What follows belongs to an exercise in optimizing a design on an open flow for small area and a short achievable clock period; a production flow would make more cautious choices. The RTL was checked by simulation tests, not by an equivalence proof against the original design. No activity file was given, so power comes from the tool's default toggle rates.

==> design/flow/flow/run.sh <==
#!/bin/bash
# Standard ORFS layout (the standard.sh, standard synthesis unchanged); the only
# difference is the cell used for the port buffers that buffer_ports inserts.
set -euo pipefail
export BUFFER_PORTS_ARGS="-buffer_cell sky130_fd_sc_hd__buf_2"
bash standard.sh > standard_flow.log 2>&1
==> design/flow/standard.sh <==
#!/bin/bash
# synth_recipe.tcl (not shown) runs the flow's synth.tcl, then flattens the netlist and writes it again
# the make line also repeats each setting of config.mk as NAME=value (left out here)
make -C /OpenROAD-flow-scripts/flow DESIGN_CONFIG=/design/flow/config.mk WORK_HOME=/design/flow/orfs CLKGATE_MAP_FILE= SYNTH_SCRIPT=/design/flow/synth_recipe.tcl "${@:-finish}"
==> design/flow/config.mk <==
export PLATFORM = sky130hd
export DESIGN_NAME = mac
export DESIGN_NICKNAME = mac
export VERILOG_FILES = /design/flow/design.v
export SDC_FILE = /design/flow/constraint.sdc
export NUM_CORES = 4
export LEC_CHECK = 0
export CAP_MARGIN = 20
export CORE_MARGIN = 2
export CORE_UTILIZATION = 40
export SETUP_SLACK_MARGIN = 3.8
export SLEW_MARGIN = 60
export SYNTH_HIERARCHICAL = 1
export SYNTH_MINIMUM_KEEP_SIZE = 0
export TNS_END_PERCENT = 0
==> design/flow/constraint.sdc <==
create_clock -name core_clock -period 7.5 [get_ports {clk}]
set_input_delay 1.5000 -clock core_clock [delete_from_list [all_inputs] [get_ports {clk}]]
set_output_delay 1.5000 -clock core_clock [all_outputs]
set_load 0.01 [all_outputs]
==> design/flow/design.v <==
module mac (
    input  logic clk,
    input  logic rst,
    input  logic signed [15:0] a_in,
    input  logic signed [15:0] b_in,
    input  logic acc_clear,
    output logic acc_out_valid,
    output logic signed [34:0] acc_out
);
logic [15:0] a_r;
logic [7:0] one_r, two_r, neg_r;
wire  [16:0] bx = {b_in, 1'b0};
integer k;
always_ff @(posedge clk) begin
    for (k = 0; k < 8; k = k + 1) begin
        one_r[k] <= bx[2*k+1] ^ bx[2*k];
        two_r[k] <= (bx[2*k+2] & ~bx[2*k+1] & ~bx[2*k]) | (~bx[2*k+2] & bx[2*k+1] & bx[2*k]);
        neg_r[k] <= bx[2*k+2];
    end
    a_r <= rst ? 16'd0 : a_in;
end
wire [17:0] ax = {a_r[15], a_r, 1'b0};
wire [16:0] pp0;
wire [16:0] pp1;
wire [16:0] pp2;
wire [16:0] pp3;
wire [16:0] pp4;
wire [16:0] pp5;
wire [16:0] pp6;
wire [16:0] pp7;
genvar gi, gj;
generate for (gj = 0; gj < 8; gj = gj + 1) begin : g_pp
    for (gi = 0; gi < 17; gi = gi + 1) begin : g_bit
        wire v = (one_r[gj] & ax[gi+1]) | (two_r[gj] & ax[gi]);
        if (gj == 0) assign pp0[gi] = v ^ neg_r[0];
        if (gj == 1) assign pp1[gi] = v ^ neg_r[1];
        if (gj == 2) assign pp2[gi] = v ^ neg_r[2];
        if (gj == 3) assign pp3[gi] = v ^ neg_r[3];
        if (gj == 4) assign pp4[gi] = v ^ neg_r[4];
        if (gj == 5) assign pp5[gi] = v ^ neg_r[5];
        if (gj == 6) assign pp6[gi] = v ^ neg_r[6];
        if (gj == 7) assign pp7[gi] = v ^ neg_r[7];
    end
end endgenerate
logic [34:0] acc_s;
logic [28:0] acc_cr;
wire  [34:0] acc_c;
logic [1:0] t;
wire hold = acc_out_valid & ~acc_clear;
wire [34:0] acc_in_s = acc_clear ? 35'd0 : acc_s;
wire [34:0] acc_in_c = acc_clear ? 35'd0 : acc_c;
assign acc_c = {acc_cr[28], 1'b0, acc_cr[27], acc_cr[26], acc_cr[25], acc_cr[24], acc_cr[23], acc_cr[22], acc_cr[21], acc_cr[20], acc_cr[19], acc_cr[18], acc_cr[17], acc_cr[16], acc_cr[15], acc_cr[14], acc_cr[13], acc_cr[12], acc_cr[11], acc_cr[10], acc_cr[9], acc_cr[8], acc_cr[7], acc_cr[6], acc_cr[5], acc_cr[4], acc_cr[3], 1'b0, acc_cr[2], 1'b0, acc_cr[1], 1'b0, acc_cr[0], 1'b0, 1'b0};
wire s0, c0, s1, c1, s2, c2, s3, c3, s4, c4, s5, c5, s6, c6, s7, c7, s8, c8, s9, c9, s10, c10, s11, c11, s12, c12, s13, c13, s14, c14, s15, c15, s16, c16, s17, c17, s18, c18, s19, c19, s20, c20, s21, c21, s22, c22, s23, c23, s24, c24, s25, c25, s26, c26, s27, c27, s28, c28, s29, c29, s30, c30, s31, c31, s32, c32, s33, c33, s34, c34, s35, c35, s36, c36, s37, c37, s38, c38, s39, c39, s40, c40, s41, c41, s42, c42, s43, c43, s44, c44, s45, c45, s46, c46, s47, c47, s48, c48, s49, c49, s50, c50, s51, c51, s52, c52, s53, c53, s54, c54, s55, c55, s56, c56, s57, c57, s58, c58, s59, c59, s60, c60, s61, c61, s62, c62, s63, c63, s64, c64, s65, c65, s66, c66, s67, c67, s68, c68, s69, c69, s70, c70, s71, c71, s72, c72, s73, c73, s74, c74, s75, c75, s76, c76, s77, c77, s78, c78, s79, c79, s80, c80, s81, c81, s82, c82, s83, c83, s84, c84, s85, c85, s86, c86, s87, c87, s88, c88, s89, c89, s90, c90, s91, c91, s92, c92, s93, c93, s94, c94, s95, c95, s96, c96, s97, c97, s98, c98, s99, c99, s100, c100, s101, c101, s102, c102, s103, c103, s104, c104, s105, c105, s106, c106, s107, c107, s108, c108, s109, c109, s110, c110, s111, c111, s112, c112, s113, c113, s114, c114, s115, c115, s116, c116, s117, c117, s118, c118, s119, c119, s120, c120, s121, c121, s122, c122, s123, c123, s124, c124, s125, c125, s126, c126, s127, c127, s128, c128, s129, c129, s130, c130, s131, c131, s132, c132, s133, c133, s134, c134, s135, c135, s136, c136, s137, c137, s138, c138, s139, c139, s140, c140, s141, c141, s142, c142, s143, c143, s144, c144, s145, c145, s146, c146, s147, c147, s148, c148, s149, c149, s150, c150, s151, c151, s152, c152, s153, c153;
mac_ha u_ha0 (.a(neg_r[0]), .b(pp0[0]), .s(s0), .co(c0));
mac_ha u_ha1 (.a(pp0[1]), .b(c0), .s(s1), .co(c1));
mac_fa u_fa2 (.a(neg_r[1]), .b(pp0[2]), .c(pp1[0]), .s(s2), .co(c2));
mac_fa u_fa3 (.a(s2), .b(c1), .c(acc_in_s[2]), .s(s3), .co(c3));
mac_fa u_fa4 (.a(pp0[3]), .b(pp1[1]), .c(c2), .s(s4), .co(c4));
mac_ha u_ha5 (.a(s4), .b(acc_in_s[3]), .s(s5), .co(c5));
mac_fa u_fa6 (.a(neg_r[2]), .b(pp0[4]), .c(pp1[2]), .s(s6), .co(c6));
mac_fa u_fa7 (.a(pp2[0]), .b(s6), .c(c4), .s(s7), .co(c7));
mac_fa u_fa8 (.a(acc_in_s[4]), .b(acc_in_c[4]), .c(c5), .s(s8), .co(c8));
mac_fa u_fa9 (.a(pp0[5]), .b(pp1[3]), .c(pp2[1]), .s(s9), .co(c9));
mac_fa u_fa10 (.a(c6), .b(s9), .c(acc_in_s[5]), .s(s10), .co(c10));
mac_ha u_ha11 (.a(c7), .b(s10), .s(s11), .co(c11));
mac_fa u_fa12 (.a(neg_r[3]), .b(pp0[6]), .c(pp1[4]), .s(s12), .co(c12));
mac_fa u_fa13 (.a(pp2[2]), .b(pp3[0]), .c(c9), .s(s13), .co(c13));
mac_fa u_fa14 (.a(s12), .b(s13), .c(acc_in_s[6]), .s(s14), .co(c14));
mac_fa u_fa15 (.a(acc_in_c[6]), .b(c10), .c(s14), .s(s15), .co(c15));
mac_fa u_fa16 (.a(pp0[7]), .b(pp1[5]), .c(pp2[3]), .s(s16), .co(c16));
mac_fa u_fa17 (.a(pp3[1]), .b(c12), .c(s16), .s(s17), .co(c17));
mac_fa u_fa18 (.a(c13), .b(acc_in_s[7]), .c(s17), .s(s18), .co(c18));
mac_ha u_ha19 (.a(c14), .b(s18), .s(s19), .co(c19));
mac_fa u_fa20 (.a(neg_r[4]), .b(pp0[8]), .c(pp1[6]), .s(s20), .co(c20));
mac_fa u_fa21 (.a(pp2[4]), .b(pp3[2]), .c(pp4[0]), .s(s21), .co(c21));
mac_fa u_fa22 (.a(c16), .b(s20), .c(s21), .s(s22), .co(c22));
mac_fa u_fa23 (.a(c17), .b(acc_in_s[8]), .c(acc_in_c[8]), .s(s23), .co(c23));
mac_fa u_fa24 (.a(s22), .b(c18), .c(s23), .s(s24), .co(c24));
mac_fa u_fa25 (.a(pp0[9]), .b(pp1[7]), .c(pp2[5]), .s(s25), .co(c25));
mac_fa u_fa26 (.a(pp3[3]), .b(pp4[1]), .c(c20), .s(s26), .co(c26));
mac_fa u_fa27 (.a(c21), .b(s25), .c(s26), .s(s27), .co(c27));
mac_fa u_fa28 (.a(c22), .b(acc_in_s[9]), .c(acc_in_c[9]), .s(s28), .co(c28));
mac_fa u_fa29 (.a(c23), .b(s27), .c(s28), .s(s29), .co(c29));
mac_fa u_fa30 (.a(neg_r[5]), .b(pp0[10]), .c(pp1[8]), .s(s30), .co(c30));
mac_fa u_fa31 (.a(pp2[6]), .b(pp3[4]), .c(pp4[2]), .s(s31), .co(c31));
mac_fa u_fa32 (.a(pp5[0]), .b(c25), .c(s30), .s(s32), .co(c32));
mac_fa u_fa33 (.a(s31), .b(c26), .c(acc_in_s[10]), .s(s33), .co(c33));
mac_fa u_fa34 (.a(acc_in_c[10]), .b(s32), .c(c27), .s(s34), .co(c34));
mac_fa u_fa35 (.a(c28), .b(s33), .c(s34), .s(s35), .co(c35));
mac_fa u_fa36 (.a(pp0[11]), .b(pp1[9]), .c(pp2[7]), .s(s36), .co(c36));
mac_fa u_fa37 (.a(pp3[5]), .b(pp4[3]), .c(pp5[1]), .s(s37), .co(c37));
mac_fa u_fa38 (.a(c30), .b(c31), .c(s36), .s(s38), .co(c38));
mac_fa u_fa39 (.a(s37), .b(c32), .c(acc_in_s[11]), .s(s39), .co(c39));
mac_fa u_fa40 (.a(acc_in_c[11]), .b(s38), .c(c33), .s(s40), .co(c40));
mac_fa u_fa41 (.a(s39), .b(c34), .c(s40), .s(s41), .co(c41));
mac_fa u_fa42 (.a(neg_r[6]), .b(pp0[12]), .c(pp1[10]), .s(s42), .co(c42));
mac_fa u_fa43 (.a(pp2[8]), .b(pp3[6]), .c(pp4[4]), .s(s43), .co(c43));
mac_fa u_fa44 (.a(pp5[2]), .b(pp6[0]), .c(c36), .s(s44), .co(c44));
mac_fa u_fa45 (.a(c37), .b(s42), .c(s43), .s(s45), .co(c45));
mac_fa u_fa46 (.a(s44), .b(c38), .c(acc_in_s[12]), .s(s46), .co(c46));
mac_fa u_fa47 (.a(acc_in_c[12]), .b(s45), .c(c39), .s(s47), .co(c47));
mac_fa u_fa48 (.a(s46), .b(c40), .c(s47), .s(s48), .co(c48));
mac_fa u_fa49 (.a(pp0[13]), .b(pp1[11]), .c(pp2[9]), .s(s49), .co(c49));
mac_fa u_fa50 (.a(pp3[7]), .b(pp4[5]), .c(pp5[3]), .s(s50), .co(c50));
mac_fa u_fa51 (.a(pp6[1]), .b(c42), .c(c43), .s(s51), .co(c51));
mac_fa u_fa52 (.a(s49), .b(s50), .c(c44), .s(s52), .co(c52));
mac_fa u_fa53 (.a(s51), .b(c45), .c(acc_in_s[13]), .s(s53), .co(c53));
mac_fa u_fa54 (.a(acc_in_c[13]), .b(s52), .c(c46), .s(s54), .co(c54));
mac_fa u_fa55 (.a(s53), .b(c47), .c(s54), .s(s55), .co(c55));
mac_fa u_fa56 (.a(neg_r[7]), .b(pp0[14]), .c(pp1[12]), .s(s56), .co(c56));
mac_fa u_fa57 (.a(pp2[10]), .b(pp3[8]), .c(pp4[6]), .s(s57), .co(c57));
mac_fa u_fa58 (.a(pp5[4]), .b(pp6[2]), .c(pp7[0]), .s(s58), .co(c58));
mac_fa u_fa59 (.a(c49), .b(c50), .c(s56), .s(s59), .co(c59));
mac_fa u_fa60 (.a(s57), .b(s58), .c(c51), .s(s60), .co(c60));
mac_fa u_fa61 (.a(acc_in_s[14]), .b(acc_in_c[14]), .c(s59), .s(s61), .co(c61));
mac_fa u_fa62 (.a(c52), .b(s60), .c(c53), .s(s62), .co(c62));
mac_fa u_fa63 (.a(s61), .b(c54), .c(s62), .s(s63), .co(c63));
mac_fa u_fa64 (.a(pp0[15]), .b(pp1[13]), .c(pp2[11]), .s(s64), .co(c64));
mac_fa u_fa65 (.a(pp3[9]), .b(pp4[7]), .c(pp5[5]), .s(s65), .co(c65));
mac_fa u_fa66 (.a(pp6[3]), .b(pp7[1]), .c(c56), .s(s66), .co(c66));
mac_fa u_fa67 (.a(c57), .b(c58), .c(s64), .s(s67), .co(c67));
mac_fa u_fa68 (.a(s65), .b(s66), .c(c59), .s(s68), .co(c68));
mac_fa u_fa69 (.a(acc_in_s[15]), .b(acc_in_c[15]), .c(s67), .s(s69), .co(c69));
mac_fa u_fa70 (.a(c60), .b(c61), .c(s68), .s(s70), .co(c70));
mac_fa u_fa71 (.a(s69), .b(c62), .c(s70), .s(s71), .co(c71));
mac_fa u_fa72 (.a(pp0[16]), .b(pp1[14]), .c(pp2[12]), .s(s72), .co(c72));
mac_fa u_fa73 (.a(pp3[10]), .b(pp4[8]), .c(pp5[6]), .s(s73), .co(c73));
mac_fa u_fa74 (.a(pp6[4]), .b(pp7[2]), .c(c64), .s(s74), .co(c74));
mac_fa u_fa75 (.a(c65), .b(s72), .c(s73), .s(s75), .co(c75));
mac_fa u_fa76 (.a(c66), .b(s74), .c(c67), .s(s76), .co(c76));
mac_fa u_fa77 (.a(acc_in_s[16]), .b(acc_in_c[16]), .c(s75), .s(s77), .co(c77));
mac_fa u_fa78 (.a(c68), .b(c69), .c(s76), .s(s78), .co(c78));
mac_fa u_fa79 (.a(s77), .b(c70), .c(s78), .s(s79), .co(c79));
mac_fa u_fa80 (.a(pp0[16]), .b(pp1[15]), .c(pp2[13]), .s(s80), .co(c80));
mac_fa u_fa81 (.a(pp3[11]), .b(pp4[9]), .c(pp5[7]), .s(s81), .co(c81));
mac_fa u_fa82 (.a(pp6[5]), .b(pp7[3]), .c(c72), .s(s82), .co(c82));
mac_fa u_fa83 (.a(c73), .b(s80), .c(s81), .s(s83), .co(c83));
mac_fa u_fa84 (.a(c74), .b(s82), .c(c75), .s(s84), .co(c84));
mac_fa u_fa85 (.a(acc_in_s[17]), .b(acc_in_c[17]), .c(s83), .s(s85), .co(c85));
mac_fa u_fa86 (.a(c76), .b(c77), .c(s84), .s(s86), .co(c86));
mac_fa u_fa87 (.a(s85), .b(c78), .c(s86), .s(s87), .co(c87));
mac_fa u_fa88 (.a(~pp0[16]), .b(~pp1[16]), .c(pp2[14]), .s(s88), .co(c88));
mac_fa u_fa89 (.a(pp3[12]), .b(pp4[10]), .c(pp5[8]), .s(s89), .co(c89));
mac_fa u_fa90 (.a(pp6[6]), .b(pp7[4]), .c(c80), .s(s90), .co(c90));
mac_fa u_fa91 (.a(c81), .b(s88), .c(s89), .s(s91), .co(c91));
mac_fa u_fa92 (.a(c82), .b(s90), .c(c83), .s(s92), .co(c92));
mac_fa u_fa93 (.a(acc_in_s[18]), .b(acc_in_c[18]), .c(s91), .s(s93), .co(c93));
mac_fa u_fa94 (.a(c84), .b(c85), .c(s92), .s(s94), .co(c94));
mac_fa u_fa95 (.a(s93), .b(c86), .c(s94), .s(s95), .co(c95));
mac_fa u_fa96 (.a(pp2[15]), .b(pp3[13]), .c(pp4[11]), .s(s96), .co(c96));
mac_fa u_fa97 (.a(pp5[9]), .b(pp6[7]), .c(pp7[5]), .s(s97), .co(c97));
mac_fa u_fa98 (.a(c88), .b(c89), .c(s96), .s(s98), .co(c98));
mac_fa u_fa99 (.a(s97), .b(c90), .c(c91), .s(s99), .co(c99));
mac_fa u_fa100 (.a(~acc_in_s[19]), .b(acc_in_c[19]), .c(s98), .s(s100), .co(c100));
mac_fa u_fa101 (.a(c92), .b(c93), .c(s99), .s(s101), .co(c101));
mac_fa u_fa102 (.a(s100), .b(c94), .c(s101), .s(s102), .co(c102));
mac_fa u_fa103 (.a(~pp2[16]), .b(pp3[14]), .c(pp4[12]), .s(s103), .co(c103));
mac_fa u_fa104 (.a(pp5[10]), .b(pp6[8]), .c(pp7[6]), .s(s104), .co(c104));
mac_fa u_fa105 (.a(c96), .b(c97), .c(s103), .s(s105), .co(c105));
mac_fa u_fa106 (.a(s104), .b(c98), .c(acc_in_s[20]), .s(s106), .co(c106));
mac_fa u_fa107 (.a(acc_in_c[20]), .b(acc_in_s[19]), .c(s105), .s(s107), .co(c107));
mac_fa u_fa108 (.a(c99), .b(c100), .c(s106), .s(s108), .co(c108));
mac_fa u_fa109 (.a(s107), .b(c101), .c(s108), .s(s109), .co(c109));
mac_fa u_fa110 (.a(pp3[15]), .b(pp4[13]), .c(pp5[11]), .s(s110), .co(c110));
mac_fa u_fa111 (.a(pp6[9]), .b(pp7[7]), .c(c103), .s(s111), .co(c111));
mac_fa u_fa112 (.a(c104), .b(s110), .c(s111), .s(s112), .co(c112));
mac_fa u_fa113 (.a(c105), .b(~acc_in_s[21]), .c(acc_in_c[21]), .s(s113), .co(c113));
mac_fa u_fa114 (.a(c106), .b(c107), .c(s112), .s(s114), .co(c114));
mac_fa u_fa115 (.a(s113), .b(c108), .c(s114), .s(s115), .co(c115));
mac_fa u_fa116 (.a(~pp3[16]), .b(pp4[14]), .c(pp5[12]), .s(s116), .co(c116));
mac_fa u_fa117 (.a(pp6[10]), .b(pp7[8]), .c(c110), .s(s117), .co(c117));
mac_fa u_fa118 (.a(s116), .b(c111), .c(s117), .s(s118), .co(c118));
mac_fa u_fa119 (.a(acc_in_s[22]), .b(acc_in_c[22]), .c(acc_in_s[21]), .s(s119), .co(c119));
mac_fa u_fa120 (.a(c112), .b(c113), .c(s118), .s(s120), .co(c120));
mac_fa u_fa121 (.a(s119), .b(c114), .c(s120), .s(s121), .co(c121));
mac_fa u_fa122 (.a(pp4[15]), .b(pp5[13]), .c(pp6[11]), .s(s122), .co(c122));
mac_fa u_fa123 (.a(pp7[9]), .b(c116), .c(s122), .s(s123), .co(c123));
mac_fa u_fa124 (.a(c117), .b(~acc_in_s[23]), .c(acc_in_c[23]), .s(s124), .co(c124));
mac_fa u_fa125 (.a(s123), .b(c118), .c(c119), .s(s125), .co(c125));
mac_fa u_fa126 (.a(s124), .b(c120), .c(s125), .s(s126), .co(c126));
mac_fa u_fa127 (.a(~pp4[16]), .b(pp5[14]), .c(pp6[12]), .s(s127), .co(c127));
mac_fa u_fa128 (.a(pp7[10]), .b(c122), .c(s127), .s(s128), .co(c128));
mac_fa u_fa129 (.a(c123), .b(acc_in_s[24]), .c(acc_in_c[24]), .s(s129), .co(c129));
mac_fa u_fa130 (.a(acc_in_s[23]), .b(s128), .c(c124), .s(s130), .co(c130));
mac_fa u_fa131 (.a(s129), .b(c125), .c(s130), .s(s131), .co(c131));
mac_fa u_fa132 (.a(pp5[15]), .b(pp6[13]), .c(pp7[11]), .s(s132), .co(c132));
mac_fa u_fa133 (.a(c127), .b(s132), .c(c128), .s(s133), .co(c133));
mac_fa u_fa134 (.a(~acc_in_s[25]), .b(acc_in_c[25]), .c(c129), .s(s134), .co(c134));
mac_fa u_fa135 (.a(s133), .b(c130), .c(s134), .s(s135), .co(c135));
mac_fa u_fa136 (.a(~pp5[16]), .b(pp6[14]), .c(pp7[12]), .s(s136), .co(c136));
mac_fa u_fa137 (.a(c132), .b(s136), .c(acc_in_s[26]), .s(s137), .co(c137));
mac_fa u_fa138 (.a(acc_in_c[26]), .b(acc_in_s[25]), .c(c133), .s(s138), .co(c138));
mac_fa u_fa139 (.a(s137), .b(c134), .c(s138), .s(s139), .co(c139));
mac_fa u_fa140 (.a(pp6[15]), .b(pp7[13]), .c(c136), .s(s140), .co(c140));
mac_fa u_fa141 (.a(s140), .b(~acc_in_s[27]), .c(acc_in_c[27]), .s(s141), .co(c141));
mac_fa u_fa142 (.a(c137), .b(s141), .c(c138), .s(s142), .co(c142));
mac_fa u_fa143 (.a(~pp6[16]), .b(pp7[14]), .c(c140), .s(s143), .co(c143));
mac_fa u_fa144 (.a(acc_in_s[28]), .b(acc_in_c[28]), .c(acc_in_s[27]), .s(s144), .co(c144));
mac_fa u_fa145 (.a(s143), .b(c141), .c(s144), .s(s145), .co(c145));
mac_fa u_fa146 (.a(pp7[15]), .b(~acc_in_s[29]), .c(acc_in_c[29]), .s(s146), .co(c146));
mac_fa u_fa147 (.a(c143), .b(c144), .c(s146), .s(s147), .co(c147));
mac_fa u_fa148 (.a(~pp7[16]), .b(acc_in_s[30]), .c(acc_in_c[30]), .s(s148), .co(c148));
mac_fa u_fa149 (.a(acc_in_s[29]), .b(c146), .c(s148), .s(s149), .co(c149));
mac_fa u_fa150 (.a(~acc_in_s[31]), .b(acc_in_c[31]), .c(c148), .s(s150), .co(c150));
mac_fa u_fa151 (.a(~acc_in_s[32]), .b(acc_in_c[32]), .c(acc_in_s[31]), .s(s151), .co(c151));
mac_ha u_ha152 (.a(~acc_in_s[33]), .b(acc_in_s[32]), .s(s152), .co(c152));
mac_fa u_fa153 (.a(~acc_in_s[34]), .b(acc_in_c[34]), .c(acc_in_s[33]), .s(s153), .co(c153));
wire [34:0] rx = {c152, s152, c150, c149, c147, c145, c142, c139, c135, c131, c126, c121, c115, c109, c102, c95, c87, c79, c71, c63, c55, c48, c41, c35, c29, c24, c19, s19, c11, s11, s7, s5, acc_in_c[2], s1, s0};
wire [34:0] ry = {s153, c151, s151, s150, s149, s147, s145, s142, s139, s135, s131, s126, s121, s115, s109, s102, s95, s87, s79, s71, s63, s55, s48, s41, s35, s29, s24, c15, s15, c8, s8, c3, s3, acc_in_s[1], acc_in_s[0]};
wire [34:0] nxt_s;
wire [34:0] nxt_c;
wire [34:0] bp = rx ^ ry;
wire [34:0] bg = rx & ry;
wire [35:0] bc;
assign bc[0] = 1'b0;
assign nxt_s[0] = bp[0];
assign bc[1] = bg[0];
mac_xor u_bx1 (.a(bp[1]), .b(bc[1]), .y(nxt_s[1]));
assign bc[2] = 1'b0;
assign nxt_s[2] = bp[2];
assign bc[3] = bg[2];
mac_xor u_bx3 (.a(bp[3]), .b(bc[3]), .y(nxt_s[3]));
assign bc[4] = 1'b0;
assign nxt_s[4] = bp[4];
assign bc[5] = bg[4];
mac_xor u_bx5 (.a(bp[5]), .b(bc[5]), .y(nxt_s[5]));
assign bc[6] = 1'b0;
assign nxt_s[6] = bp[6];
assign bc[7] = bg[6];
mac_xor u_bx7 (.a(bp[7]), .b(bc[7]), .y(nxt_s[7]));
assign bc[8] = 1'b0;
assign nxt_s[8] = bp[8];
assign bc[9] = 1'b0;
assign nxt_s[9] = bp[9];
assign bc[10] = 1'b0;
assign nxt_s[10] = bp[10];
assign bc[11] = 1'b0;
assign nxt_s[11] = bp[11];
assign bc[12] = 1'b0;
assign nxt_s[12] = bp[12];
assign bc[13] = 1'b0;
assign nxt_s[13] = bp[13];
assign bc[14] = 1'b0;
assign nxt_s[14] = bp[14];
assign bc[15] = 1'b0;
assign nxt_s[15] = bp[15];
assign bc[16] = 1'b0;
assign nxt_s[16] = bp[16];
assign bc[17] = 1'b0;
assign nxt_s[17] = bp[17];
assign bc[18] = 1'b0;
assign nxt_s[18] = bp[18];
assign bc[19] = 1'b0;
assign nxt_s[19] = bp[19];
assign bc[20] = 1'b0;
assign nxt_s[20] = bp[20];
assign bc[21] = 1'b0;
assign nxt_s[21] = bp[21];
assign bc[22] = 1'b0;
assign nxt_s[22] = bp[22];
assign bc[23] = 1'b0;
assign nxt_s[23] = bp[23];
assign bc[24] = 1'b0;
assign nxt_s[24] = bp[24];
assign bc[25] = 1'b0;
assign nxt_s[25] = bp[25];
assign bc[26] = 1'b0;
assign nxt_s[26] = bp[26];
assign bc[27] = 1'b0;
assign nxt_s[27] = bp[27];
assign bc[28] = 1'b0;
assign nxt_s[28] = bp[28];
assign bc[29] = 1'b0;
assign nxt_s[29] = bp[29];
assign bc[30] = 1'b0;
assign nxt_s[30] = bp[30];
assign bc[31] = 1'b0;
assign nxt_s[31] = bp[31];
assign bc[32] = 1'b0;
assign nxt_s[32] = bp[32];
assign bc[33] = bg[32];
mac_xor u_bx33 (.a(bp[33]), .b(bc[33]), .y(nxt_s[33]));
assign bc[34] = 1'b0;
assign nxt_s[34] = bp[34];
assign nxt_c[0] = 1'b0;
assign nxt_c[1] = 1'b0;
assign nxt_c[2] = bg[1] | (bp[1] & bc[1]);
assign nxt_c[3] = 1'b0;
assign nxt_c[4] = bg[3] | (bp[3] & bc[3]);
assign nxt_c[5] = 1'b0;
assign nxt_c[6] = bg[5] | (bp[5] & bc[5]);
assign nxt_c[7] = 1'b0;
assign nxt_c[8] = bg[7] | (bp[7] & bc[7]);
assign nxt_c[9] = bg[8];
assign nxt_c[10] = bg[9];
assign nxt_c[11] = bg[10];
assign nxt_c[12] = bg[11];
assign nxt_c[13] = bg[12];
assign nxt_c[14] = bg[13];
assign nxt_c[15] = bg[14];
assign nxt_c[16] = bg[15];
assign nxt_c[17] = bg[16];
assign nxt_c[18] = bg[17];
assign nxt_c[19] = bg[18];
assign nxt_c[20] = bg[19];
assign nxt_c[21] = bg[20];
assign nxt_c[22] = bg[21];
assign nxt_c[23] = bg[22];
assign nxt_c[24] = bg[23];
assign nxt_c[25] = bg[24];
assign nxt_c[26] = bg[25];
assign nxt_c[27] = bg[26];
assign nxt_c[28] = bg[27];
assign nxt_c[29] = bg[28];
assign nxt_c[30] = bg[29];
assign nxt_c[31] = bg[30];
assign nxt_c[32] = bg[31];
assign nxt_c[33] = 1'b0;
assign nxt_c[34] = bg[33] | (bp[33] & bc[33]);
wire [28:0] nxt_cr = {nxt_c[34], nxt_c[32], nxt_c[31], nxt_c[30], nxt_c[29], nxt_c[28], nxt_c[27], nxt_c[26], nxt_c[25], nxt_c[24], nxt_c[23], nxt_c[22], nxt_c[21], nxt_c[20], nxt_c[19], nxt_c[18], nxt_c[17], nxt_c[16], nxt_c[15], nxt_c[14], nxt_c[13], nxt_c[12], nxt_c[11], nxt_c[10], nxt_c[9], nxt_c[8], nxt_c[6], nxt_c[4], nxt_c[2]};
always_ff @(posedge clk) begin
    if (rst) begin
        acc_s <= '0; acc_cr <= '0; acc_out_valid <= 1'b0; t <= 2'd0;
    end else if (acc_clear) begin
        acc_s <= nxt_s; acc_cr <= nxt_cr; t <= 2'd1; acc_out_valid <= 1'b0;
    end else if (!acc_out_valid) begin
        acc_s <= nxt_s; acc_cr <= nxt_cr; t <= t + 2'd1; acc_out_valid <= (t == 2'd3);
    end
end
wire ao0 = &acc_s[1:0];
wire ao1 = &acc_s[3:2];
wire ao2 = &acc_s[5:4];
wire ao3 = &acc_s[7:6];
wire ao4 = &acc_s[8:8];
wire ao5 = &acc_s[9:9];
wire ao6 = &acc_s[10:10];
wire ao7 = &acc_s[11:11];
wire ao8 = &acc_s[12:12];
wire ao9 = &acc_s[13:13];
wire ao10 = &acc_s[14:14];
wire ao11 = &acc_s[15:15];
wire ao12 = &acc_s[16:16];
wire ao13 = &acc_s[17:17];
wire ao14 = &acc_s[18:18];
wire ao15 = &acc_s[19:19];
wire ao16 = &acc_s[20:20];
wire ao17 = &acc_s[21:21];
wire ao18 = &acc_s[22:22];
wire ao19 = &acc_s[23:23];
wire ao20 = &acc_s[24:24];
wire ao21 = &acc_s[25:25];
wire ao22 = &acc_s[26:26];
wire ao23 = &acc_s[27:27];
wire ao24 = &acc_s[28:28];
wire ao25 = &acc_s[29:29];
wire ao26 = &acc_s[30:30];
wire ao27 = &acc_s[31:31];
wire ao28 = &acc_s[33:32];
wire ao29 = &acc_s[34:34];
wire xg0 = acc_c[4] | (ao1 & acc_c[2]);
wire xp0 = ao1 & ao0;
wire xg1 = acc_c[8] | (ao3 & acc_c[6]);
wire xp1 = ao3 & ao2;
wire xg2 = acc_c[10] | (ao5 & acc_c[9]);
wire xp2 = ao5 & ao4;
wire xg3 = acc_c[12] | (ao7 & acc_c[11]);
wire xp3 = ao7 & ao6;
wire xg4 = acc_c[14] | (ao9 & acc_c[13]);
wire xp4 = ao9 & ao8;
wire xg5 = acc_c[16] | (ao11 & acc_c[15]);
wire xp5 = ao11 & ao10;
wire xg6 = acc_c[18] | (ao13 & acc_c[17]);
wire xp6 = ao13 & ao12;
wire xg7 = acc_c[20] | (ao15 & acc_c[19]);
wire xp7 = ao15 & ao14;
wire xg8 = acc_c[22] | (ao17 & acc_c[21]);
wire xp8 = ao17 & ao16;
wire xg9 = acc_c[24] | (ao19 & acc_c[23]);
wire xp9 = ao19 & ao18;
wire xg10 = acc_c[26] | (ao21 & acc_c[25]);
wire xp10 = ao21 & ao20;
wire xg11 = acc_c[28] | (ao23 & acc_c[27]);
wire xp11 = ao23 & ao22;
wire xg12 = acc_c[30] | (ao25 & acc_c[29]);
wire xp12 = ao25 & ao24;
wire xg13 = acc_c[32] | (ao27 & acc_c[31]);
wire xp13 = ao27 & ao26;
wire xg14 = acc_c[6] | (ao2 & xg0);
wire xp14 = ao2 & xp0;
wire xg15 = xg1 | (xp1 & xg0);
wire xp15 = xp1 & xp0;
wire xg16 = acc_c[11] | (ao6 & xg2);
wire xp16 = ao6 & xp2;
wire xg17 = xg3 | (xp3 & xg2);
wire xp17 = xp3 & xp2;
wire xg18 = acc_c[15] | (ao10 & xg4);
wire xp18 = ao10 & xp4;
wire xg19 = xg5 | (xp5 & xg4);
wire xp19 = xp5 & xp4;
wire xg20 = acc_c[19] | (ao14 & xg6);
wire xp20 = ao14 & xp6;
wire xg21 = xg7 | (xp7 & xg6);
wire xp21 = xp7 & xp6;
wire xg22 = acc_c[23] | (ao18 & xg8);
wire xp22 = ao18 & xp8;
wire xg23 = xg9 | (xp9 & xg8);
wire xp23 = xp9 & xp8;
wire xg24 = acc_c[27] | (ao22 & xg10);
wire xp24 = ao22 & xp10;
wire xg25 = xg11 | (xp11 & xg10);
wire xp25 = xp11 & xp10;
wire xg26 = acc_c[31] | (ao26 & xg12);
wire xp26 = ao26 & xp12;
wire xg27 = xg13 | (xp13 & xg12);
wire xp27 = xp13 & xp12;
wire xg28 = acc_c[9] | (ao4 & xg15);
wire xp28 = ao4 & xp15;
wire xg29 = xg2 | (xp2 & xg15);
wire xp29 = xp2 & xp15;
wire xg30 = xg16 | (xp16 & xg15);
wire xp30 = xp16 & xp15;
wire xg31 = xg17 | (xp17 & xg15);
wire xp31 = xp17 & xp15;
wire xg32 = acc_c[17] | (ao12 & xg19);
wire xp32 = ao12 & xp19;
wire xg33 = xg6 | (xp6 & xg19);
wire xp33 = xp6 & xp19;
wire xg34 = xg20 | (xp20 & xg19);
wire xp34 = xp20 & xp19;
wire xg35 = xg21 | (xp21 & xg19);
wire xp35 = xp21 & xp19;
wire xg36 = acc_c[25] | (ao20 & xg23);
wire xp36 = ao20 & xp23;
wire xg37 = xg10 | (xp10 & xg23);
wire xp37 = xp10 & xp23;
wire xg38 = xg24 | (xp24 & xg23);
wire xp38 = xp24 & xp23;
wire xg39 = xg25 | (xp25 & xg23);
wire xp39 = xp25 & xp23;
wire xg40 = acc_c[34] | (ao28 & xg27);
wire xp40 = ao28 & xp27;
wire xg41 = acc_c[13] | (ao8 & xg31);
wire xp41 = ao8 & xp31;
wire xg42 = xg4 | (xp4 & xg31);
wire xp42 = xp4 & xp31;
wire xg43 = xg18 | (xp18 & xg31);
wire xp43 = xp18 & xp31;
wire xg44 = xg19 | (xp19 & xg31);
wire xp44 = xp19 & xp31;
wire xg45 = xg32 | (xp32 & xg31);
wire xp45 = xp32 & xp31;
wire xg46 = xg33 | (xp33 & xg31);
wire xp46 = xp33 & xp31;
wire xg47 = xg34 | (xp34 & xg31);
wire xp47 = xp34 & xp31;
wire xg48 = xg35 | (xp35 & xg31);
wire xp48 = xp35 & xp31;
wire xg49 = acc_c[29] | (ao24 & xg39);
wire xp49 = ao24 & xp39;
wire xg50 = xg12 | (xp12 & xg39);
wire xp50 = xp12 & xp39;
wire xg51 = xg26 | (xp26 & xg39);
wire xp51 = xp26 & xp39;
wire xg52 = xg27 | (xp27 & xg39);
wire xp52 = xp27 & xp39;
wire xg53 = xg40 | (xp40 & xg39);
wire xp53 = xp40 & xp39;
wire xg54 = acc_c[21] | (ao16 & xg48);
wire xp54 = ao16 & xp48;
wire xg55 = xg8 | (xp8 & xg48);
wire xp55 = xp8 & xp48;
wire xg56 = xg22 | (xp22 & xg48);
wire xp56 = xp22 & xp48;
wire xg57 = xg23 | (xp23 & xg48);
wire xp57 = xp23 & xp48;
wire xg58 = xg36 | (xp36 & xg48);
wire xp58 = xp36 & xp48;
wire xg59 = xg37 | (xp37 & xg48);
wire xp59 = xp37 & xp48;
wire xg60 = xg38 | (xp38 & xg48);
wire xp60 = xp38 & xp48;
wire xg61 = xg39 | (xp39 & xg48);
wire xp61 = xp39 & xp48;
wire xg62 = xg49 | (xp49 & xg48);
wire xp62 = xp49 & xp48;
wire xg63 = xg50 | (xp50 & xg48);
wire xp63 = xp50 & xp48;
wire xg64 = xg51 | (xp51 & xg48);
wire xp64 = xp51 & xp48;
wire xg65 = xg52 | (xp52 & xg48);
wire xp65 = xp52 & xp48;
wire xg66 = xg53 | (xp53 & xg48);
wire xp66 = xp53 & xp48;
wire ci0 = 1'b0;
mac_xor u_xo0 (.a(acc_s[0]), .b(ci0), .y(acc_out[0]));
mac_xor u_xo1 (.a(acc_s[1]), .b(ci0 & acc_s[0]), .y(acc_out[1]));
wire ci1 = acc_c[2];
mac_xor u_xo2 (.a(acc_s[2]), .b(ci1), .y(acc_out[2]));
mac_xor u_xo3 (.a(acc_s[3]), .b(ci1 & acc_s[2]), .y(acc_out[3]));
wire ci2 = xg0;
mac_xor u_xo4 (.a(acc_s[4]), .b(ci2), .y(acc_out[4]));
mac_xor u_xo5 (.a(acc_s[5]), .b(ci2 & acc_s[4]), .y(acc_out[5]));
wire ci3 = xg14;
mac_xor u_xo6 (.a(acc_s[6]), .b(ci3), .y(acc_out[6]));
mac_xor u_xo7 (.a(acc_s[7]), .b(ci3 & acc_s[6]), .y(acc_out[7]));
wire ci4 = xg15;
mac_xor u_xo8 (.a(acc_s[8]), .b(ci4), .y(acc_out[8]));
wire ci5 = xg28;
mac_xor u_xo9 (.a(acc_s[9]), .b(ci5), .y(acc_out[9]));
wire ci6 = xg29;
mac_xor u_xo10 (.a(acc_s[10]), .b(ci6), .y(acc_out[10]));
wire ci7 = xg30;
mac_xor u_xo11 (.a(acc_s[11]), .b(ci7), .y(acc_out[11]));
wire ci8 = xg31;
mac_xor u_xo12 (.a(acc_s[12]), .b(ci8), .y(acc_out[12]));
wire ci9 = xg41;
mac_xor u_xo13 (.a(acc_s[13]), .b(ci9), .y(acc_out[13]));
wire ci10 = xg42;
mac_xor u_xo14 (.a(acc_s[14]), .b(ci10), .y(acc_out[14]));
wire ci11 = xg43;
mac_xor u_xo15 (.a(acc_s[15]), .b(ci11), .y(acc_out[15]));
wire ci12 = xg44;
mac_xor u_xo16 (.a(acc_s[16]), .b(ci12), .y(acc_out[16]));
wire ci13 = xg45;
mac_xor u_xo17 (.a(acc_s[17]), .b(ci13), .y(acc_out[17]));
wire ci14 = xg46;
mac_xor u_xo18 (.a(acc_s[18]), .b(ci14), .y(acc_out[18]));
wire ci15 = xg47;
mac_xor u_xo19 (.a(acc_s[19]), .b(ci15), .y(acc_out[19]));
wire ci16 = xg48;
mac_xor u_xo20 (.a(acc_s[20]), .b(ci16), .y(acc_out[20]));
wire ci17 = xg54;
mac_xor u_xo21 (.a(acc_s[21]), .b(ci17), .y(acc_out[21]));
wire ci18 = xg55;
mac_xor u_xo22 (.a(acc_s[22]), .b(ci18), .y(acc_out[22]));
wire ci19 = xg56;
mac_xor u_xo23 (.a(acc_s[23]), .b(ci19), .y(acc_out[23]));
wire ci20 = xg57;
mac_xor u_xo24 (.a(acc_s[24]), .b(ci20), .y(acc_out[24]));
wire ci21 = xg58;
mac_xor u_xo25 (.a(acc_s[25]), .b(ci21), .y(acc_out[25]));
wire ci22 = xg59;
mac_xor u_xo26 (.a(acc_s[26]), .b(ci22), .y(acc_out[26]));
wire ci23 = xg60;
mac_xor u_xo27 (.a(acc_s[27]), .b(ci23), .y(acc_out[27]));
wire ci24 = xg61;
mac_xor u_xo28 (.a(acc_s[28]), .b(ci24), .y(acc_out[28]));
wire ci25 = xg62;
mac_xor u_xo29 (.a(acc_s[29]), .b(ci25), .y(acc_out[29]));
wire ci26 = xg63;
mac_xor u_xo30 (.a(acc_s[30]), .b(ci26), .y(acc_out[30]));
wire ci27 = xg64;
mac_xor u_xo31 (.a(acc_s[31]), .b(ci27), .y(acc_out[31]));
wire ci28 = xg65;
mac_xor u_xo32 (.a(acc_s[32]), .b(ci28), .y(acc_out[32]));
mac_xor u_xo33 (.a(acc_s[33]), .b(ci28 & acc_s[32]), .y(acc_out[33]));
wire ci29 = xg66;
mac_xor u_xo34 (.a(acc_s[34]), .b(ci29), .y(acc_out[34]));
endmodule
module mac_fa (input logic a, input logic b, input logic c, output logic s, output logic co);
    assign s = a ^ b ^ c;
    assign co = (a & b) | (c & (a ^ b));
endmodule
module mac_ha (input logic a, input logic b, output logic s, output logic co);
    assign s = a ^ b;
    assign co = a & b;
endmodule
module mac_xor (input logic a, input logic b, output logic y);
    assign y = a ^ b;
endmodule
==> results of run 1 <==
Yosys stat by module, one instance, submodules excluded:
module | flip-flops and latches | cells inside | times used
mac_fa | 0 | 1 | 148
mac_xor | 0 | 1 | 40
mac_ha | 0 | 1 | 6
mac | 107 | 935 | 1
metrics by stage:
stage	std cells	hold WS [ns]	utilization [%]
6_report	1486	0.4780	46.24
5_1_grt	1486	0.5029	46.24
4_1_cts	1462	0.4795	44.74
3_5_place_dp	1441	0.4676	42.95
3_3_place_gp	1441	0.4553	42.72
2_1_floorplan	1130	0.4369	-
flip-flops by register name, indices dropped and copies added, names as in the netlist:
name,count
acc_s,35
acc_cr,29
a_r,16
neg_r,8
one_r,8
two_r,8
t,2
acc_out_valid,1
final cells by class:
| cell class | instances | area (um^2) | share of cell area (%) |
|---|---|---|---|
| clock inverter | 4 | 36.28 | 0.2994 |
| sequential | 107 | 2316 | 19.11 |
| clock buffer | 11 | 242.7 | 2.003 |
| tap | 335 | 419.2 | 3.459 |
| inverter | 17 | 63.81 | 0.5266 |
| multi-input combinational | 905 | 8363 | 69.01 |
| timing repair buffer | 107 | 676.9 | 5.586 |
cells by family after synthesis:
| group | Yosys count | synth area share (%) |
|---|---|---|
| AND/OR/NAND/NOR | 271 | 12.22 |
| AO/OA/AOI/OAI | 257 | 16.01 |
| adder cells (fa/ha/maj) | 189 | 32.37 |
| XOR/XNOR | 185 | 15.09 |
| buffers and inverters | 118 | 4.219 |
| flip-flops | 107 | 19.95 |
| other | 1 | 0.03493 |
| multiplexers | 1 | 0.09323 |
final timing paths:
kind,startpoint,endpoint,slack [ns],cells after the start
worst max-delay path,a_r[15],acc_s[17],3.71,11
worst min-delay path,acc_cr[26],acc_cr[26],0.48,2
worst max register to register,a_r[15],acc_s[17],3.71,11
worst min register to register,acc_cr[26],acc_cr[26],0.48,2
timing repair:
item | 4_1_cts | 5_1_grt
pin swaps | 13 | 30
hold endpoints to repair | 0 | 0
setup buffers | 6 | 22
hold buffers | 0 | 0
gates resized for setup | 55 | 66
setup endpoints to repair | 56 | 59
layout by cell type, fill, tap and decap left out, types with 31 or more instances in the layout:
| cell type | count |
|---|---|
| a21oi_1 | 65 |
| xor2_1 | 54 |
| nand2_1 | 136 |
| fa_1 | 136 |
| ha_1 | 41 |
| buf_2 | 69 |
| dfxtp_4 | 41 |
| dfxtp_1 | 50 |
| nor2b_1 | 70 |
| buf_4 | 31 |
| xnor2_1 | 128 |
| a22oi_1 | 116 |
tightest hold or removal path, cell delays in order (launching register included):
cell and delay (ns):
dfxtp_1 0.33, nand2_1 0.06, a21oi_1 0.05
power by group:
| part | switching [mW] | total [mW] | internal (mW) |
|---|---|---|---|
| clock network | 0.244 | 0.481 | 0.237 |
| registers | 0.237 | 0.974 | 0.737 |
| logic | 1.50 | 2.92 | 1.43 |
metal layers:
metal | vias to the layer above | global-route usage (%) | part of all wire (%)
met5 | - | 0 | 0
met3 | 50 | 2.304 | 4.1
met2 | 215 | 33.42 | 52
li1 | 3783 | - | -
met4 | 0 | 6.654 | 2.7
met1 | 4108 | 24.86 | 41
==> impl_metrics.json, run 1 <==
{
  "status": "timing/DRC/antenna clean",
  "design_area_mm2": 0.01212,
  "finalNetCount": 1371,
  "numPortBuffers": 70,
  "tns_ns": 0,
  "crit_family": "adder cells",
  "rows": 59,
  "via_per_inst": 5.489,
  "dp_slack_ns": 3.303,
  "cp-end-kind": "flip-flop",
  "syn_area_per_cell_um2": 9.510,
  "cts_root_buf": "clkbuf_16",
  "ys_top_cells_by_count": "148 x fa_1, 140 x nand2_1, 131 x xnor2_1",
  "pin_count": 71,
  "synth_top_area_share_pct": 27.60,
  "grt_max_degree": 84,
  "fmax_ghz": 0.2638,
  "fp.dieH_um": 167.8,
  "power_density_mw_per_mm2": 361.1,
  "cts_buffer_depth": 2,
  "crit_required_ns": 7.79,
  "critical_path_buf_inv_count": 1,
  "area_growth_syn_to_layout_pct": 12.87,
  "first_pass_iters": 5,
  "wire_per_inst_um": 18.16,
  "rsz0062_at_grt": "true",
  "drt_iter0_drc": 537,
  "synth_edf_count": 0,
  "min_period_ns": 3.791,
  "coreArea_mm2": 0.02621,
  "ys_types": 44,
  "path_max_fanout": 6,
  "crit_type": "reg -> reg",
  "syn_inst": 1129,
  "seq_area_frac_synth_pct": 19.95,
  "synth_area_leaders": "fa_1 28%, dfxtp_1 20%, xnor2_1 11%, a22oi_1 8.4%, nand2_1 4.9%",
  "clkLatencyLatePin_ns": 0.37,
  "clock-sinks": 107,
  "yosys.area.top_type": "fa_1",
  "critPathSlowestCell": "fa_2",
  "ys_ff_latch": 107,
  "finalPower_mw": 4.376,
  "finalCritPeriodShare_pct": 50.55,
  "clk_pin_slew_worst_paths_ns": 0.09,
  "grt_pass1_wl_um": 43290,
  "yosysWarnings": 7,
  "max_stage_delay_ns": 0.57,
  "crit_chain": "buf_6 > a22oi_2 > xnor2_2 > fa_2 > fa_2 > fa_2 > fa_1 > fa_1 > ha_1 > nand2_1 > a21oi_1",
  "clock_skew_ns": 0.01482,
  "vias": 8156,
  "synthMostInstantiatedCell": "fa_1",
  "synthFlopType": "dfxtp_1",
  "routed_wl_um": 26990,
  "grt_pass1_vias": 8152,
  "track_usage_pct": 19.24,
  "min_path_type": "reg -> reg",
  "drv_cap": 0,
  "dp_hpwl_um": 18830,
  "setup_viol": 0,
  "gp_congestion": 0.8210,
  "antenna_found_initial": 0,
  "initial_core_util_pct": 40.97,
  "cts_tree": "built",
  "detailed_place.area_mm2": 0.01126,
  "synth.cell_area_mm2": 0.01074,
  "synthArstFlopShare_pct": 0,
  "cts_buffers": 9,
  "cp.arrival_ns": 4.08,
  "drive_gt1_share_pct": 20.07,
  "overflow": 0,
  "startpoint_type": "flip-flop",
  "layout_setup_ws_ns": 3.709,
  "drc": 0,
  "hold_viol": 0,
  "die_area_mm2": 0.02817,
  "p_leak_nw": 4.890,
  "htreeDepth": 3,
  "ant_nets": 0,
  "vdd_ir_drop_max_v": 0.0002235,
  "final_max_slew_viol_count": 0,
  "diodes": 0,
  "n_fill_cell": 2536,
  "dieWidth_um": 167.8,
  "cpMostUsedCell": "fa_2"
}
==> run 2: changes to the inputs <==
--- a/design/flow/config.mk
+++ b/design/flow/config.mk
@@ -8,7 +8,7 @@
 export CAP_MARGIN = 20
 export CORE_MARGIN = 2
 export CORE_UTILIZATION = 40
-export SETUP_SLACK_MARGIN = 3.8
+export SETUP_SLACK_MARGIN = 4.5
 export SLEW_MARGIN = 60
 export SYNTH_HIERARCHICAL = 1
 export SYNTH_MINIMUM_KEEP_SIZE = 0
==> run 2 against run 1 <==
Worst setup slack got worse by 0.0051 ns. Clock power is 4% lower. Cell area fell by 0.73%. Register-to-register slack about the same. Global-route usage increased by 0.33 points. Critical path depth did not move. Via count decreased by 1.4%. Area after synthesis did not move. Clock skew is 0.0033 ns lower. Power fell by 0.64%. Die area is the same. Largest cell class unchanged.
==> impl_metrics.json, run 2 <==
{
  "synth_area_leaders": "fa_1 28%, dfxtp_1 20%, xnor2_1 11%, a22oi_1 8.4%, nand2_1 4.9%",
  "final_max_slew_viol_count": 0,
  "routed_wl_um": 26860,
  "fmax_ghz": 0.2634,
  "initial_core_util_pct": 40.97,
  "clock_skew_ns": 0.01156,
  "vdd_ir_drop_max_v": 0.0001949,
  "yosys.area.top_type": "fa_1",
  "htreeDepth": 3,
  "tightest_slew_ns": 0.5532,
  "ys_ff_latch": 107,
  "hold_viol": 0,
  "numPortBuffers": 70,
  "finalNonFillerCells": 1477,
  "synthFlopType": "dfxtp_1",
  "grt_max_degree": 77,
  "overflow": 0,
  "design_area_mm2": 0.01203,
  "drv_cap": 0,
  "dp_slack_ns": 3.110,
  "setup_viol": 0,
  "yosysWarnings": 7,
  "synthArstFlopShare_pct": 0,
  "coreArea_mm2": 0.02621,
  "clock-sinks": 107,
  "min_path_type": "reg -> reg",
  "finalCritPeriodShare_pct": 50.62,
  "largest_reg_flops": 35,
  "drive_gt1_share_pct": 19.96,
  "ant_nets": 0,
  "p_leak_nw": 4.818,
  "drt_iter0_drc": 458,
  "via_per_inst": 5.443,
  "gp_congestion": 0.8504,
  "syn_inst": 1129,
  "rows": 59,
  "diodes": 0,
  "placedCellCount": 1441,
  "cts_root_buf": "clkbuf_16",
  "r2r_cells": 11,
  "comb_power_share_pct": 66.7,
  "crit_required_ns": 7.79,
  "clkLatencyLatePin_ns": 0.37,
  "path_max_fanout": 15,
  "top_register": "acc_s",
  "reg_top3": "acc_s x35, acc_cr x29, a_r x16",
  "seq_area_frac_synth_pct": 19.95,
  "die_area_mm2": 0.02817,
  "pwr-share-clk_pct": 10.7,
  "synth.cell_area_mm2": 0.01074,
  "crit_type": "reg -> reg",
  "sequentialPowerShare_pct": 22.7,
  "layout_commonest_cell": "nand2_1",
  "p_switching_mw": 1.962,
  "switching_share_pct": 45.13,
  "synth_top_area_share_pct": 27.60,
  "power_density_mw_per_mm2": 361.5,
  "cp.arrival_ns": 4.09,
  "cp-end-kind": "flip-flop",
  "syn_area_per_cell_um2": 9.510,
  "antenna_found_initial": 0,
  "layout_setup_ws_ns": 3.704,
  "min_period_ns": 3.796,
  "cts_tree": "built",
  "tns_ns": 0,
  "dp_hpwl_um": 19010,
  "grt_pass1_wl_um": 43960,
  "synthMostInstantiatedCell": "fa_1",
  "wire_per_inst_um": 18.19,
  "startpoint_type": "flip-flop",
  "final_cell_mix": "137 x nand2_1, 133 x fa_1, 130 x xnor2_1",
  "grt_pass1_vias": 8218,
  "first_pass_iters": 5,
  "finalNetCount": 1362,
  "track_usage_pct": 19.57,
  "cts_buffer_depth": 2,
  "ys_types": 44,
  "synth_edf_count": 0,
  "cts_buffers": 9,
  "n_fill_cell": 2500,
  "status": "timing/DRC/antenna clean",
  "fp.dieH_um": 167.8,
  "p_int_mw": 2.386,
  "rsz0062_at_grt": "true",
  "drc": 0,
  "maxSlewHeadroom_pct": 63.12,
  "hold_depth": 2,
  "area_growth_syn_to_layout_pct": 12.04,
  "cts_hold_buf": 0,
  "pin_count": 71,
  "detailed_place.area_mm2": 0.01136,
  "clk_pin_slew_worst_paths_ns": 0.08,
  "ys_top_cells_by_count": "148 x fa_1, 140 x nand2_1, 131 x xnor2_1",
  "dieWidth_um": 167.8,
  "vias": 8040
}
## run 2: cell types whose count changed in the layout (fill, tap and decap cells not counted), moves of 3 or more
| cell | delta |
|---|---|
| dfxtp_4 | -8 |
| a22oi_1 | -8 |
| fa_2 | +3 |
| buf_4 | -8 |
| fa_1 | -3 |
| xnor2_2 | -3 |
| a22oi_2 | +8 |
| dfxtp_2 | +10 |
## run 2: layer usage
layer | track usage, % | part of all wire [%] | vias up
li1 | - | - | 3761
met1 | 24.97 | 41 | 4021
met2 | 34.39 | 52 | 215
met3 | 2.186 | 3.9 | 43
met4 | 6.994 | 2.6 | 0
met5 | 0 | 0 | -
## run 2: worst paths after layout
| kind | start | endpoint | slack [ns] |
|---|---|---|---|
| worst max-delay path | a_r[15] | acc_s[19] | 3.70 |
| worst max register to register | a_r[15] | acc_s[19] | 3.70 |
| worst min-delay path | acc_s[1] | acc_s[1] | 0.48 |
| worst min register to register | acc_s[1] | acc_s[1] | 0.48 |
## run 2: critical path, cell delays in order, from the launching register on
cell	delay [ns]
dfxtp_4	0.46
o21ai_2	0.12
xnor2_4	0.21
inv_1	0.09
fa_2	0.55
fa_2	0.49
fa_2	0.39
fa_1	0.51
fa_1	0.42
ha_1	0.29
nand2_1	0.05
a21oi_1	0.14
## run 2: layout make-up
class	instances	area, um^2	area share, %
clock inverter	4	33.78	0.2808
tap	335	419.2	3.485
multi-input combinational	905	8383	69.69
timing repair buffer	98	598.1	4.972
inverter	17	63.81	0.5305
clock buffer	11	232.7	1.935
sequential	107	2298	19.11
## run 2: per-module statistics from Yosys (local to each module, per instance)
| module | cells | cell area, um^2 | flops+latches |
|---|---|---|---|
| mac | 935 | 7348 | 107 |
| mac_ha | 1 | 12.51 | 0 |
| mac_fa | 1 | 20.02 | 0 |
| mac_xor | 1 | 8.758 | 0 |
## run 2: what timing repair did
item | in CTS | in global routing
setup endpoints to repair | 87 | 87
gates resized for setup | 65 | 20
buffers inserted | 8 | 12
pin swaps | 12 | 7
cloned | 0 | 0
## run 2: power groups by stage
stage | clock network [mW] | logic [mW] | registers [mW]
after detailed placement | 0 | 2.91 | 0.980
after global placement | 0 | 2.87 | 0.979
after global routing | 0.497 | 3.42 | 1.02
after CTS | 0.481 | 2.96 | 0.979
final | 0.464 | 2.90 | 0.985
after floorplan | 0 | 2.27 | 0.855
## run 2: kinds of logic after synthesis
group | synth area share, %
other cells | 0.03493
flops | 19.95
simple gates | 12.22
fa+ha+maj | 32.37
xor+xnor | 15.09
compound gates | 16.01
buf+inv | 4.219
mux | 0.09323
## run 2: metrics by stage
step	hold WS [ns]	util, %	total power [mW]
5_1_grt	0.5043	45.90	4.936
2_1_floorplan	0.4369	-	3.122
3_5_place_dp	0.4649	43.33	3.893
4_1_cts	0.4758	45.33	4.417
3_3_place_gp	0.4555	43.09	3.847
6_report	0.4753	45.90	4.348
==> run 3: changes to the inputs <==
--- a/design/flow/config.mk
+++ b/design/flow/config.mk
@@ -8,7 +8,7 @@
 export CAP_MARGIN = 20
 export CORE_MARGIN = 2
 export CORE_UTILIZATION = 40
-export SETUP_SLACK_MARGIN = 4.5
+export SETUP_SLACK_MARGIN = 3.7
 export SLEW_MARGIN = 60
 export SYNTH_HIERARCHICAL = 1
 export SYNTH_MINIMUM_KEEP_SIZE = 0
==> run 3 against run 2 <==
Still clean on timing, DRC and antenna. Clock power is 0.9% higher. Fmax hardly changed. Synthesized cell count stayed put. Largest cell class unchanged.
==> impl_metrics.json, run 3 <==
{
  "status": "timing/DRC/antenna clean",
  "min_path_type": "reg -> reg",
  "critical_path_buf_inv_count": 1,
  "synth_area_leaders": "fa_1 28%, dfxtp_1 20%, xnor2_1 11%, a22oi_1 8.4%, nand2_1 4.9%",
  "clkLatencyLatePin_ns": 0.37,
  "comb_power_share_pct": 66.6,
  "r2r_cells": 11,
  "grt_pass1_vias": 8204,
  "clock_skew_ns": 0.01262,
  "drv_cap": 0,
  "top_register": "acc_s",
  "n_fill_cell": 2540,
  "via_per_inst": 5.461,
  "maxSlewHeadroom_pct": 66.09,
  "min_period_ns": 3.799,
  "rows": 59,
  "fp.dieH_um": 167.8,
  "synth.cell_area_mm2": 0.01074,
  "syn_inst": 1129,
  "drt_iter0_drc": 624,
  "synthFlopType": "dfxtp_1",
  "cts_buffer_depth": 2,
  "final_cell_mix": "146 x fa_1, 137 x nand2_1, 130 x xnor2_1",
  "cp-end-kind": "flip-flop",
  "cp.arrival_ns": 4.09,
  "p_int_mw": 2.373,
  "syn_area_per_cell_um2": 9.510,
  "final_max_slew_viol_count": 0,
  "finalNonFillerCells": 1472,
  "cpMostUsedCell": "fa_1",
  "tightest_slew_ns": 0.5086,
  "vias": 8038,
  "synthArstFlopShare_pct": 0,
  "startpoint_type": "flip-flop",
  "path_depth": 11,
  "synth_top_area_share_pct": 27.60,
  "dieWidth_um": 167.8,
  "crit_type": "reg -> reg",
  "finalCritPeriodShare_pct": 50.65,
  "ys_ff_latch": 107,
  "synth_edf_count": 0,
  "antenna_found_initial": 0,
  "synthMostInstantiatedCell": "fa_1",
  "fmax_ghz": 0.2633,
  "layout_commonest_cell": "fa_1",
  "routed_wl_um": 26550,
  "overflow": 0,
  "path_max_fanout": 7,
  "sequentialPowerShare_pct": 22.6,
  "cts_buffers": 9,
  "vdd_ir_drop_max_v": 0.0001906,
  "first_pass_iters": 6,
  "switching_share_pct": 45.19,
  "numPortBuffers": 70,
  "crit_family": "adder cells",
  "drive_gt1_share_pct": 17.15,
  "clock-sinks": 107,
  "pwr-share-clk_pct": 10.8,
  "drc": 0,
  "finalPower_mw": 4.328,
  "ys_top_cells_by_count": "148 x fa_1, 140 x nand2_1, 131 x xnor2_1",
  "critPathSlowestCell": "fa_1",
  "dp_slack_ns": 3.150,
  "power_density_mw_per_mm2": 364.0,
  "largest_reg_flops": 35,
  "crit_end": "acc_s[21]",
  "wire_per_inst_um": 18.03,
  "reg_top3": "acc_s x35, acc_cr x29, a_r x16",
  "critPathLaunch": "a_r[15]",
  "tns_ns": 0,
  "layout_setup_ws_ns": 3.701,
  "grt_pass1_wl_um": 43790,
  "dp_hpwl_um": 19010,
  "ys_types": 44,
  "grt_max_degree": 84,
  "crit_required_ns": 7.79,
  "p_switching_mw": 1.956,
  "max_stage_delay_ns": 0.53,
  "hold_slack_ns": 0.4731,
  "crit_chain": "clkbuf_2 > o21ai_0 > xor2_1 > fa_1 > fa_1 > fa_1 > fa_1 > fa_1 > ha_1 > nand2_1 > a21oi_1",
  "coreArea_mm2": 0.02621,
  "finalNetCount": 1356,
  "seq_area_frac_synth_pct": 19.95,
  "yosysWarnings": 7,
  "regToRegSetupSlack_ns": 3.70,
  "fin_util_pct": 45.37,
  "cts_tree": "built",
  "clk_pin_slew_worst_paths_ns": 0.08,
  "hold_viol": 0,
  "pin_count": 71,
  "cts_root_buf": "clkbuf_16",
  "die_area_mm2": 0.02817,
  "r2r_end": "acc_s[21]",
  "initial_core_util_pct": 40.97,
  "gp_congestion": 0.8436,
  "ant_nets": 0,
  "design_area_mm2": 0.01189,
  "detailed_place.area_mm2": 0.01124,
  "track_usage_pct": 19.46,
  "r2r_start": "a_r[15]",
  "p_leak_nw": 4.795,
  "setup_viol": 0,
  "htreeDepth": 3,
  "placedCellCount": 1441,
  "yosys.area.top_type": "fa_1",
  "rsz0062_at_grt": "true",
  "diodes": 0,
  "area_growth_syn_to_layout_pct": 10.75
}
[run 3: cell counts after synthesis]
No cell type changed its count.
[run 3: area by class of cell]
cell class                 instances  area [um^2]  area share [%]
inverter                          17        63.81          0.5367
timing repair buffer              92        550.5           4.630
tap                              335        419.2           3.525
clock buffer                      12        236.5           1.989
clock inverter                     4        35.03          0.2946
multi-input combinational        905         8292           69.74
sequential                       107         2293           19.29
[run 3: per-module statistics from Yosys (local to each module, per instance)]
module	cells inside	flops+latches
mac	935	107
mac_xor	1	0
mac_fa	1	0
mac_ha	1	0
[run 3: worst min path at each step]
stage,from,end,slack (ns),depth (start not counted)
detailed placement,acc_cr[7],acc_cr[7],0.46,2
floorplan,acc_cr[26],acc_cr[26],0.44,2
finish,acc_cr[26],acc_cr[26],0.47,2
CTS,acc_cr[7],acc_cr[7],0.47,2
global route,acc_s[1],acc_s[1],0.50,2
global placement,acc_cr[19],acc_cr[19],0.45,2
[run 3: cell families (layout without fill, tap and decap cells)]
kind of cell	count (synthesis)	count (layout)	share of synthesized area, %
fa+ha+maj	189	189	32.37
other cells	1	2	0.03493
mux	1	1	0.09323
flops	107	107	19.95
compound gates	257	257	16.01
xor+xnor	185	185	15.09
simple gates	271	271	12.22
buf+inv	118	125	4.219
[run 3: timing repair]
| action | CTS | global route |
|---|---|---|
| hold buffers | 0 | 0 |
| gates resized for setup | 43 | 46 |
| buffers inserted | 4 | 10 |
| cloned | 0 | 0 |
| endpoints found under the hold margin | 0 | 0 |
| pin swaps | 10 | 11 |
| setup endpoints to repair | 54 | 54 |
[run 3: routing by layer]
layer,global-route usage [%],routed length [um],vias to the layer above
met2,34.41,14040,184
met5,0,0,-
met4,5.709,550,0
met3,2.163,894,38
li1,-,-,3755
met1,25.18,11060,4061
[run 3: power groups by stage]
stage | registers (mW) | logic [mW] | clock network, mW
after global placement | 0.969 | 2.82 | 0
after global routing | 1.01 | 3.38 | 0.501
after CTS | 0.969 | 2.93 | 0.482
final | 0.978 | 2.88 | 0.468
after floorplan | 0.854 | 2.23 | 0
after detailed placement | 0.972 | 2.90 | 0
[run 3: worst register-to-register path: stages (launching register included)]
cell,delay [ns]
dfxtp_4,0.40
clkbuf_2,0.20
o21ai_0,0.12
xor2_1,0.22
fa_1,0.48
fa_1,0.47
fa_1,0.40
fa_1,0.53
fa_1,0.42
ha_1,0.29
nand2_1,0.05
a21oi_1,0.15

[separate check: timing with driven ports]
Ports are ideal in the flow. The routed layouts listed here were re-timed in OpenROAD. Step 1: set_driving_cell puts a clkbuf_16 on clk and a buf_2 on each other input, an assumption about the parent block. Step 2, shift: input delay + t, output delay - t, t = (earliest + latest rising clock arrival at the registers) / 2. This alone moves slack from input paths to output paths. a / b / c = ideal / step 1 / step 2; a / b = the first two.
| run | t, ns | slack for setup (ns) | slew at the worst register clock pin (ns) |
|---|---|---|---|
| run 1 | 0.408 | 3.709 / 3.666 / 3.438 | 0.09 / 0.09 |
| run 2 | 0.413 | 3.704 / 3.674 / 3.355 | 0.08 / 0.08 |
| run 3 | 0.408 | 3.701 / 3.657 / 3.386 | 0.08 / 0.08 |
After both steps every run listed still meets setup and hold. For run 2, which loses most, drivers alone change the setup slack by -0.030 ns; drivers and shift together by -0.349 ns.
